Background: an optimization exercise with open tools, aiming at small area, a short achievable clock period and few clock cycles per item. Do not read the settings as production practice. Function was checked by simulation only, so behaviour that the tests miss may differ from the original.

[design/flow/run.sh]
#!/bin/bash
# synth_recipe.tcl (not shown) runs the flow's synth.tcl, then flattens the netlist and writes it again
# the make line also repeats each setting of config.mk as NAME=value (left out here)
make -C /OpenROAD-flow-scripts/flow DESIGN_CONFIG=/design/flow/config.mk WORK_HOME=/design/flow/orfs CLKGATE_MAP_FILE= SYNTH_SCRIPT=/design/flow/synth_recipe.tcl finish
[design/flow/config.mk]
export PLATFORM = sky130hd
export DESIGN_NAME = sha256_1
export DESIGN_NICKNAME = sha256_1
export VERILOG_FILES = /design/flow/design.v
export SDC_FILE = /design/flow/constraint.sdc
export NUM_CORES = 4
export LEC_CHECK = 0
export CAP_MARGIN = 20
export CORE_MARGIN = 2
export CORE_UTILIZATION = 40
export PLACE_DENSITY = 0.6
export SLEW_MARGIN = 20
[design/flow/constraint.sdc]
create_clock -name core_clock -period 15.0 [get_ports {CLK}]
set_input_delay 3.0000 -clock core_clock [delete_from_list [all_inputs] [get_ports {CLK}]]
set_output_delay 3.0000 -clock core_clock [all_outputs]
set_load 0.01 [all_outputs]
[design/flow/design.v]
module sha256_1(
	input  wire         CLK,
	input  wire         RST,
	input  wire         write_en,
	input  wire [639:0] block_in,
	input  wire [255:0] digest_in,
	output wire [255:0] digest_out_1,
	output wire [255:0] digest_out_2,
	output wire         valid_out
);
	localparam [6:0] LAST = 7'd75;
	reg  [6:0]  cnt;
	reg         valid_r;
	reg  [31:0] a, b, c, d, e, f, g, h;
	reg  [31:0] wr [0:15];
	reg  [31:0] pk;
	reg  [31:0] kr;
	function [31:0] add32(input [31:0] x, input [31:0] y);
		reg [31:0] gg, pp;
		integer l, i, k;
		begin
			gg = x & y;
			pp = x ^ y;
			for (l = 0; l < 5; l = l + 1)
				for (i = 0; i < 32; i = i + 1)
					if ((i >> l) & 1) begin
						k = ((i >> l) << l) - 1;
						gg[i] = gg[i] | (pp[i] & gg[k]);
						pp[i] = pp[i] & pp[k];
					end
			add32 = x ^ y ^ {gg[30:0], 1'b0};
		end
	endfunction
	always @(posedge CLK or negedge RST) begin
		if (!RST) begin
			cnt     <= 7'd0;
			valid_r <= 1'b0;
		end else if (!write_en) begin
			cnt     <= 7'd0;
			valid_r <= 1'b0;
		end else if (cnt == LAST) begin
			cnt     <= 7'd0;
			valid_r <= 1'b1;
		end else begin
			cnt     <= cnt + 7'd1;
			valid_r <= 1'b0;
		end
	end
	wire ldc  = (cnt < 7'd4);
	wire ffc  = (cnt >= 7'd68) && (cnt < 7'd72);
	wire capc = (cnt >= 7'd72);
	wire [31:0] s0w = {wr[1][6:0], wr[1][31:7]} ^ {wr[1][17:0], wr[1][31:18]} ^ (wr[1] >> 3);
	wire [31:0] s1w = {wr[14][16:0], wr[14][31:17]} ^ {wr[14][18:0], wr[14][31:19]} ^ (wr[14] >> 10);
	wire [31:0] ws0 = s1w ^ wr[9] ^ s0w;
	wire [31:0] wc0 = ((s1w & wr[9]) | (s1w & s0w) | (wr[9] & s0w)) << 1;
	wire [31:0] ws1 = ws0 ^ wc0 ^ wr[0];
	wire [31:0] wc1 = ((ws0 & wc0) | (ws0 & wr[0]) | (wc0 & wr[0])) << 1;
	wire [31:0] wsum = add32(ws1, wc1);
	reg  [31:0] bw;
	always @* begin
		case (cnt)
		7'd2: bw = block_in[639:608];
		7'd3: bw = block_in[607:576];
		7'd4: bw = block_in[575:544];
		7'd5: bw = block_in[543:512];
		7'd6: bw = block_in[511:480];
		7'd7: bw = block_in[479:448];
		7'd8: bw = block_in[447:416];
		7'd9: bw = block_in[415:384];
		7'd10: bw = block_in[383:352];
		7'd11: bw = block_in[351:320];
		7'd12: bw = block_in[319:288];
		7'd13: bw = block_in[287:256];
		7'd14: bw = block_in[255:224];
		7'd15: bw = block_in[223:192];
		7'd16: bw = block_in[191:160];
		7'd17: bw = block_in[159:128];
		7'd70: bw = block_in[127:96];
		7'd71: bw = block_in[95:64];
		7'd72: bw = block_in[63:32];
		7'd73: bw = block_in[31:0];
		default: bw = wsum;
		endcase
	end
	reg [31:0] kv;    
	always @* begin
		case (cnt)
		7'd2: kv = 32'h428a2f98;
		7'd3: kv = 32'h71374491;
		7'd4: kv = 32'hb5c0fbcf;
		7'd5: kv = 32'he9b5dba5;
		7'd6: kv = 32'h3956c25b;
		7'd7: kv = 32'h59f111f1;
		7'd8: kv = 32'h923f82a4;
		7'd9: kv = 32'hab1c5ed5;
		7'd10: kv = 32'hd807aa98;
		7'd11: kv = 32'h12835b01;
		7'd12: kv = 32'h243185be;
		7'd13: kv = 32'h550c7dc3;
		7'd14: kv = 32'h72be5d74;
		7'd15: kv = 32'h80deb1fe;
		7'd16: kv = 32'h9bdc06a7;
		7'd17: kv = 32'hc19bf174;
		7'd18: kv = 32'he49b69c1;
		7'd19: kv = 32'hefbe4786;
		7'd20: kv = 32'h0fc19dc6;
		7'd21: kv = 32'h240ca1cc;
		7'd22: kv = 32'h2de92c6f;
		7'd23: kv = 32'h4a7484aa;
		7'd24: kv = 32'h5cb0a9dc;
		7'd25: kv = 32'h76f988da;
		7'd26: kv = 32'h983e5152;
		7'd27: kv = 32'ha831c66d;
		7'd28: kv = 32'hb00327c8;
		7'd29: kv = 32'hbf597fc7;
		7'd30: kv = 32'hc6e00bf3;
		7'd31: kv = 32'hd5a79147;
		7'd32: kv = 32'h06ca6351;
		7'd33: kv = 32'h14292967;
		7'd34: kv = 32'h27b70a85;
		7'd35: kv = 32'h2e1b2138;
		7'd36: kv = 32'h4d2c6dfc;
		7'd37: kv = 32'h53380d13;
		7'd38: kv = 32'h650a7354;
		7'd39: kv = 32'h766a0abb;
		7'd40: kv = 32'h81c2c92e;
		7'd41: kv = 32'h92722c85;
		7'd42: kv = 32'ha2bfe8a1;
		7'd43: kv = 32'ha81a664b;
		7'd44: kv = 32'hc24b8b70;
		7'd45: kv = 32'hc76c51a3;
		7'd46: kv = 32'hd192e819;
		7'd47: kv = 32'hd6990624;
		7'd48: kv = 32'hf40e3585;
		7'd49: kv = 32'h106aa070;
		7'd50: kv = 32'h19a4c116;
		7'd51: kv = 32'h1e376c08;
		7'd52: kv = 32'h2748774c;
		7'd53: kv = 32'h34b0bcb5;
		7'd54: kv = 32'h391c0cb3;
		7'd55: kv = 32'h4ed8aa4a;
		7'd56: kv = 32'h5b9cca4f;
		7'd57: kv = 32'h682e6ff3;
		7'd58: kv = 32'h748f82ee;
		7'd59: kv = 32'h78a5636f;
		7'd60: kv = 32'h84c87814;
		7'd61: kv = 32'h8cc70208;
		7'd62: kv = 32'h90befffa;
		7'd63: kv = 32'ha4506ceb;
		7'd64: kv = 32'hbef9a3f7;
		7'd65: kv = 32'hc67178f2;
		7'd70: kv = 32'h428a2f98;
		7'd71: kv = 32'h71374491;
		7'd72: kv = 32'hb5c0fbcf;
		7'd73: kv = 32'he9b5dba5;
		default: kv = 32'h00000000;
		endcase
	end
	wire [31:0] S1  = {e[5:0], e[31:6]} ^ {e[10:0], e[31:11]} ^ {e[24:0], e[31:25]};
	wire [31:0] S0  = {a[1:0], a[31:2]} ^ {a[12:0], a[31:13]} ^ {a[21:0], a[31:22]};
	wire [31:0] CH  = (e & f) ^ (~e & g);
	wire [31:0] MAJ = (a & b) | (a & c) | (b & c);
	wire [31:0] xs = pk ^ S1 ^ CH;
	wire [31:0] xc = ((pk & S1) | (pk & CH) | (S1 & CH)) << 1;
	wire [31:0] zs = xs ^ xc ^ S0;
	wire [31:0] zc = ((xs & xc) | (xs & S0) | (xc & S0)) << 1;
	wire [31:0] os = zs ^ zc ^ MAJ;
	wire [31:0] oc = ((zs & zc) | (zs & MAJ) | (zc & MAJ)) << 1;
	wire [31:0] anew = add32(os, oc);
	wire [31:0] qs = xs ^ xc ^ d;
	wire [31:0] qc = ((xs & xc) | (xs & d) | (xc & d)) << 1;
	wire [31:0] enew = add32(qs, qc);
	wire [1:0] hs = cnt[1:0] + {1'b0, cnt[6]};
	reg  [31:0] ha, he;
	always @* begin
		case (hs)
		2'd0: begin ha = digest_in[159:128]; he = digest_in[31:0];   end
		2'd1: begin ha = digest_in[191:160]; he = digest_in[63:32];  end
		2'd2: begin ha = digest_in[223:192]; he = digest_in[95:64];  end
		default: begin ha = digest_in[255:224]; he = digest_in[127:96]; end
		endcase
	end
	reg  [31:0] hra, hre;
	wire [31:0] ffa = add32(d, hra);
	wire [31:0] ffe = add32(h, hre);
	integer i;
	always @(posedge CLK) begin
		for (i = 0; i < 15; i = i + 1) wr[i] <= wr[i+1];
		wr[15] <= bw;
		if (capc) begin
			wr[7] <= d;
			wr[3] <= h;
		end
		hra <= ha;
		hre <= he;
		kr <= kv;
		pk <= add32(g ^ kr ^ wr[15], ((g & kr) | (g & wr[15]) | (kr & wr[15])) << 1);
		a <= ldc ? ha : ffc ? ffa : anew;
		b <= a; c <= b; d <= c;
		e <= ldc ? he : ffc ? ffe : enew;
		f <= e; g <= f; h <= g;
	end
	assign valid_out = valid_r;
	assign digest_out_2 = {a, b, c, d, e, f, g, h};
	assign digest_out_1 = {wr[7], wr[6], wr[5], wr[4], wr[3], wr[2], wr[1], wr[0]};
endmodule
==> impl_results.md, run 1 <==
- Status: aborted with a tool error
- Stop stage: I/O pin placement
- Error: [ERROR PPL-0024] Number of IO pins (1412) exceeds maximum number of available positions (1202). Increase the die perimeter from 1331.36um to 1920.32um.
- Syn_nets: 5335
- Seq/Total Area, Yosys: 0.419
- Initial Util: 0.403
- Mux contribution to synthesized area: 0.0607
- Post-Syn Area: 0.0433 sq mm
- Synth Area in XOR/XNOR: 0.0842
- Yosys warning count: 2
- Mapped Avg Cell Area: 10.8 sq um
- Post-synthesis register bit count: 904
- Die Height: 333 microns
- Adder-Cell Fraction of Synth Area: 0.170
- Post-Syn Instances: 4007
- Number of placement rows: 120
- Ys async rst share: 0.00885
- Post-synth top flop: dfxtp_1
- EDFF count, synth: 0
- Yosys cell types: 84
- Compound-Gate Fraction of Synth Area: 0.157
- Die Wd: 333 microns
- Simple-gate share of the synthesized area: 0.0766
- Largest family of logic cells by synthesized area: adder cells
-- cells by family after synthesis --
family,after synthesis
buffers and inverters,358
muxes,168
adders and majority gates,460
and+or+nand+nor,710
AOI/OAI and AO/OA,991
DFF,904
xor gates and xnor gates,416
-- cells in the mapped netlist, drive strengths merged (15+ instances only) --
master    n  area (sq um)
a211oi   22           165
a21o     64           480
a21oi   193           970
a221oi   32           280
a222oi   43           430
a22o     45           394
a22oi   180          1350
a31oi    40           265
and2     21           131
buf      33           146
clkbuf  161           606
dfxtp   896         17900
fa      225          4500
ha      204          2550
inv     161           604
maj3     31           310
mux2     63           709
mux2i    36           360
mux4     69          1550
nand2   196           736
nand2b   23           144
nand3    45           225
nand4    64           400
nor2    218           818
nor2b    27           169
nor3     60           300
o211ai   25           193
o21a     22           165
o21ai   194           975
o31ai    17           128
or3      15          93.8
xnor2   293          2570
xor2    123          1080
Testbench counts, summed over its fixed seeds: cycles 14,592, items 192.
==> inputs of run 2 (changes only) <==
--- a/design/flow/design.v
+++ b/design/flow/design.v
@@ -81,2 +81,3 @@
 		7'd73: bw = block_in[31:0];
+		7'd66, 7'd67, 7'd68, 7'd69: bw = he;
 		default: bw = wsum;
@@ -172,15 +173,21 @@
 	wire [31:0] enew = add32(qs, qc);
-	wire [1:0] hs = cnt[1:0] + {1'b0, cnt[6]};
+	wire [1:0] hsa = cnt[1:0] + {1'b0, cnt[6]};
+	wire [1:0] hse = cnt[1:0] + {cnt[6], 1'b0};
 	reg  [31:0] ha, he;
 	always @* begin
-		case (hs)
-		2'd0: begin ha = digest_in[159:128]; he = digest_in[31:0];   end
-		2'd1: begin ha = digest_in[191:160]; he = digest_in[63:32];  end
-		2'd2: begin ha = digest_in[223:192]; he = digest_in[95:64];  end
-		default: begin ha = digest_in[255:224]; he = digest_in[127:96]; end
-		endcase
-	end
-	reg  [31:0] hra, hre;
+		case (hsa)
+		2'd0: ha = digest_in[159:128];
+		2'd1: ha = digest_in[191:160];
+		2'd2: ha = digest_in[223:192];
+		default: ha = digest_in[255:224];
+		endcase
+		case (hse)
+		2'd0: he = digest_in[31:0];
+		2'd1: he = digest_in[63:32];
+		2'd2: he = digest_in[95:64];
+		default: he = digest_in[127:96];
+		endcase
+	end
+	reg  [31:0] hra;
 	wire [31:0] ffa = add32(d, hra);
-	wire [31:0] ffe = add32(h, hre);
 	integer i;
@@ -194,3 +201,2 @@
 		hra <= ha;
-		hre <= he;
 		kr <= kv;
@@ -199,3 +205,3 @@
 		b <= a; c <= b; d <= c;
-		e <= ldc ? he : ffc ? ffe : enew;
+		e <= ldc ? he : ffc ? pk : enew;
 		f <= e; g <= f; h <= g;
--- a/design/flow/config.mk
+++ b/design/flow/config.mk
@@ -8,4 +8,4 @@
 export CAP_MARGIN = 20
-export CORE_MARGIN = 2
-export CORE_UTILIZATION = 40
+export CORE_AREA = 5 5 485 485
+export DIE_AREA = 0 0 490 490
 export PLACE_DENSITY = 0.6
==> run 2 against run 1 <==
  * The run now finishes clean
  * Synthesized area is 3.6% lower
  * Synthesized cell count is 3.3% lower
==> impl_results.md, run 2 <==
- Status: timing/DRC/antenna clean
- CTS tree: built
- GR Util All Layers: 0.291
- WL final: 365000 microns
- Critical path capture point type: register
- Setup_tns: 0 ns
- Ys async rst share: 0.00917 (+0.000325)
- Mapped Avg Cell Area: 10.8 sq um (-0.28%)
- Crit Path Category: register to register
- Clock Latency Late Sink: 0.82 ns
- Sequential cell area: 0.0175 sq mm
- Largest cells by area after synthesis: dfxtp_1 41%, fa_1 11%, xnor2_1 6.1%, ha_1 5.2%, mux4_2 3.7%
- Max cap viols: 0
- Post-synth top cells: 864 x dfxtp_1, 290 x xnor2_1, 221 x nand2_1
- Vias per cell: 4.84
- Hold Path Depth: 0
- Final setup fails: 0
- CP startpoint kind: register
- Post-CTS setup buffer count: 0
- Total clock sinks: 872
- Share of the synthesized area in the top cell type: 0.415 (about the same)
- H-tree levels: 3
- Root buf cell: clkbuf_16
- Period minus WS final: 5.70 ns
- Reg-to-reg slack, setup: 9.30 ns
- First-pass GRT wire length: 456000 microns
- Maximum fanout along the worst path: 6
- Post-synthesis register bit count: 872 (-3.5%)
- Hold Crit Class: register to register
- Yosys top cell by area: dfxtp_1
- Crit Reg-Reg Startpoint: e[27]$_DFF_P_
- Commonest non-fill, non-tap cell in the layout: clkdlybuf4s50_1
- Die Wd: 490 microns (+47%)
- Initial antenna violation count: 185
- Final ANT Viol Nets: 0
- Max Transition Viols Final: 0
- Nets: 6554
- Max Fclk: 175 MHz
- Post-Syn Area: 0.0417 sq mm (-3.6%)
- CTS max path bufs: 3
- Reg-to-Reg End: a[17]$_DFF_P_
- Post-Syn Instances: 3874 (-3.3%)
- Initial Util: 0.182 (-0.222)
- Post-synth top flop: dfxtp_1
- WHS Endpoint: wr[9][11]$_DFF_P_
- Slew Limit Headroom: 0.129
- Hold path start: wr[10][11]$_DFF_P_
- DP HPWL: 315000 microns
- Least-Margin Pin Slew: 1.29 ns
- Ratio of cells with drive above 1 in the final layout: 0.0836
- 1st-pass router iterations: 11
- Cts bufs inserted: 104
- Worst setup margin: 9.30 ns
- FILL cells: 24100
- WP data required: 15.60 ns
- Die Height: 490 microns (+47%)
- Cts repair resizes: 0
- Worst Reg-to-Reg Cells: 16
- Area of the multi-input gates: 0.0230 sq mm
- Seq/Total Area, Yosys: 0.420 (about the same)
- Clock-pin slew on the worst setup and hold paths: 0.06 ns
- Vias in the first global route: 40700
- Most frequent cells in the layout: 1411 x clkdlybuf4s50_1, 864 x dfxtp_1, 289 x xnor2_1
- Clock skew: 0.124 ns
- Final hold viol count: 0
- Number of placement rows: 176 (+47%)
- Fin crit share: 0.380
- DR WL/cell: 43.1 microns
- Drc violations: 0
- Place WS: 9.28 ns
- Iteration-0 DRC Markers: 5000
- Area Overhead vs Synth: 52.5%
- Core ar.: 0.230 sq mm
- Global route total overflow: 0
- Most numerous cell in the Yosys netlist: dfxtp_1
- Top Ports: 1412
- Gp weighted congestion: 1.05
- RSZ-0062 raised after global routing: false
- Most flop-heavy register: wr
- Yosys cell types: 74 (-12%)
- Pin count of the biggest net entering global routing: 61
- CTS Hold Bufs: 0
- Yosys warning count: 2 (unchanged)
- Routed vias: 41000
- Syn_nets: 5167 (-3.1%)
- Die area: 0.240 sq mm
- Max reg flops: 512
- Crit path DAT: 6.30 ns
- EDFF count, synth: 0 (unchanged)
- Number of port buffers: 1411
[run 2: worst max-delay path, cell delays in order (launching register included)]
cell	delay, ns
dfxtp_1	0.60
xor2_1	0.14
xnor2_1	0.44
fa_1	0.58
xnor2_1	0.31
xor2_1	0.22
fa_1	0.46
ha_1	0.31
a211oi_1	0.34
o211ai_1	0.25
a41o_1	0.33
a31oi_1	0.59
inv_1	0.15
fa_1	0.45
xor2_1	0.15
a21oi_1	0.15
o21ai_0	0.09
[run 2: stage by stage]
stage	cells	cell area, sq um	utilization	hold WS, ns
after global placement	8176	59500	0.259	0.310
after floorplan	3874	41700	-	0.310
after CTS	8374	63400	0.276	0.264
final	8471	63600	0.277	0.264
after detailed placement	8181	59500	0.259	0.312
after global routing	8423	63500	0.276	0.295
[run 2: kinds of logic (layout without fill, tap and decap cells)]
family | after synthesis | after routing | share of synthesized area
compound gates | 977 | 977 | 0.160
mux | 171 | 171 | 0.0637
flops | 872 | 872 | 0.420
simple gates | 670 | 670 | 0.0748
buf+inv | 366 | 1840 | 0.0341
fa+ha+maj | 425 | 425 | 0.165
other cells | 0 | 97 | 0
xor+xnor | 393 | 393 | 0.0825
[run 2: area by class of cell]
| class | count | area share |
|---|---|---|
| Antenna cell | 97 | 0.00382 |
| Clock buffer | 135 | 0.0464 |
| Clock inverter | 58 | 0.0139 |
| Inverter | 164 | 0.00968 |
| Multi-Input combinational cell | 2636 | 0.361 |
| Sequential cell | 872 | 0.275 |
| Tap cell | 3026 | 0.0595 |
| Timing Repair Buffer | 1483 | 0.231 |
[run 2: routing by layer]
layer  vias up  share of wire  global-route usage
li1      16900              -                   -
met1     20700           0.39               0.353
met2      2681           0.42               0.427
met3       592           0.12               0.137
met4       106          0.061               0.154
met5         -         0.0019                   0
[run 2: worst max path at each step]
stage / start / to / slack (ns) / cells past startpoint
final: e[27]$_DFF_P_ / a[17]$_DFF_P_ / 9.30 / 16
after CTS: d[15]$_DFF_P_ / digest_out_2[143] / 9.47 / 1
after global placement: digest_in[97] / wr[15][1]$_DFF_P_ / 8.25 / 6
after global routing: e[27]$_DFF_P_ / a[17]$_DFF_P_ / 9.15 / 16
after floorplan: e[2]$_DFF_P_ / a[17]$_DFF_P_ / 10.57 / 16
after detailed placement: block_in[17] / wr[15][17]$_DFF_P_ / 9.28 / 6
Testbench counts of run 2, summed over its fixed seeds: cycles 14,592, items 192.

==> separate check: timing with driven ports <==
How much do the figures lean on ideal ports? The routed layout below was timed once more, with nothing changed but the port constraints.
Step 1 sets driving cells, clkbuf_16 on the clock port and buf_2 on the other inputs (assumed; they add their load-dependent delay and slew).
Step 2 moves the port delays by t, midway between the first and last clock arrival at a register: inputs arrive t later, outputs are due t later. That takes back most of the time a late clock gives input paths.
Slacks: ideal / step 1 / step 2; pairs: ideal / step 1.
run: run 2
t (ns): 0.852
slack for setup (ns): 9.298 / 9.298 / 9.063
hold slack, ns: 0.264 / 0.264 / 0.264
worst setup path at the end: input to register
pins driven straight from the clock port: 1
After both steps setup and hold are still met in run 2. For run 2, drivers alone change the setup slack by 0.000 ns; drivers and shift together by -0.235 ns.
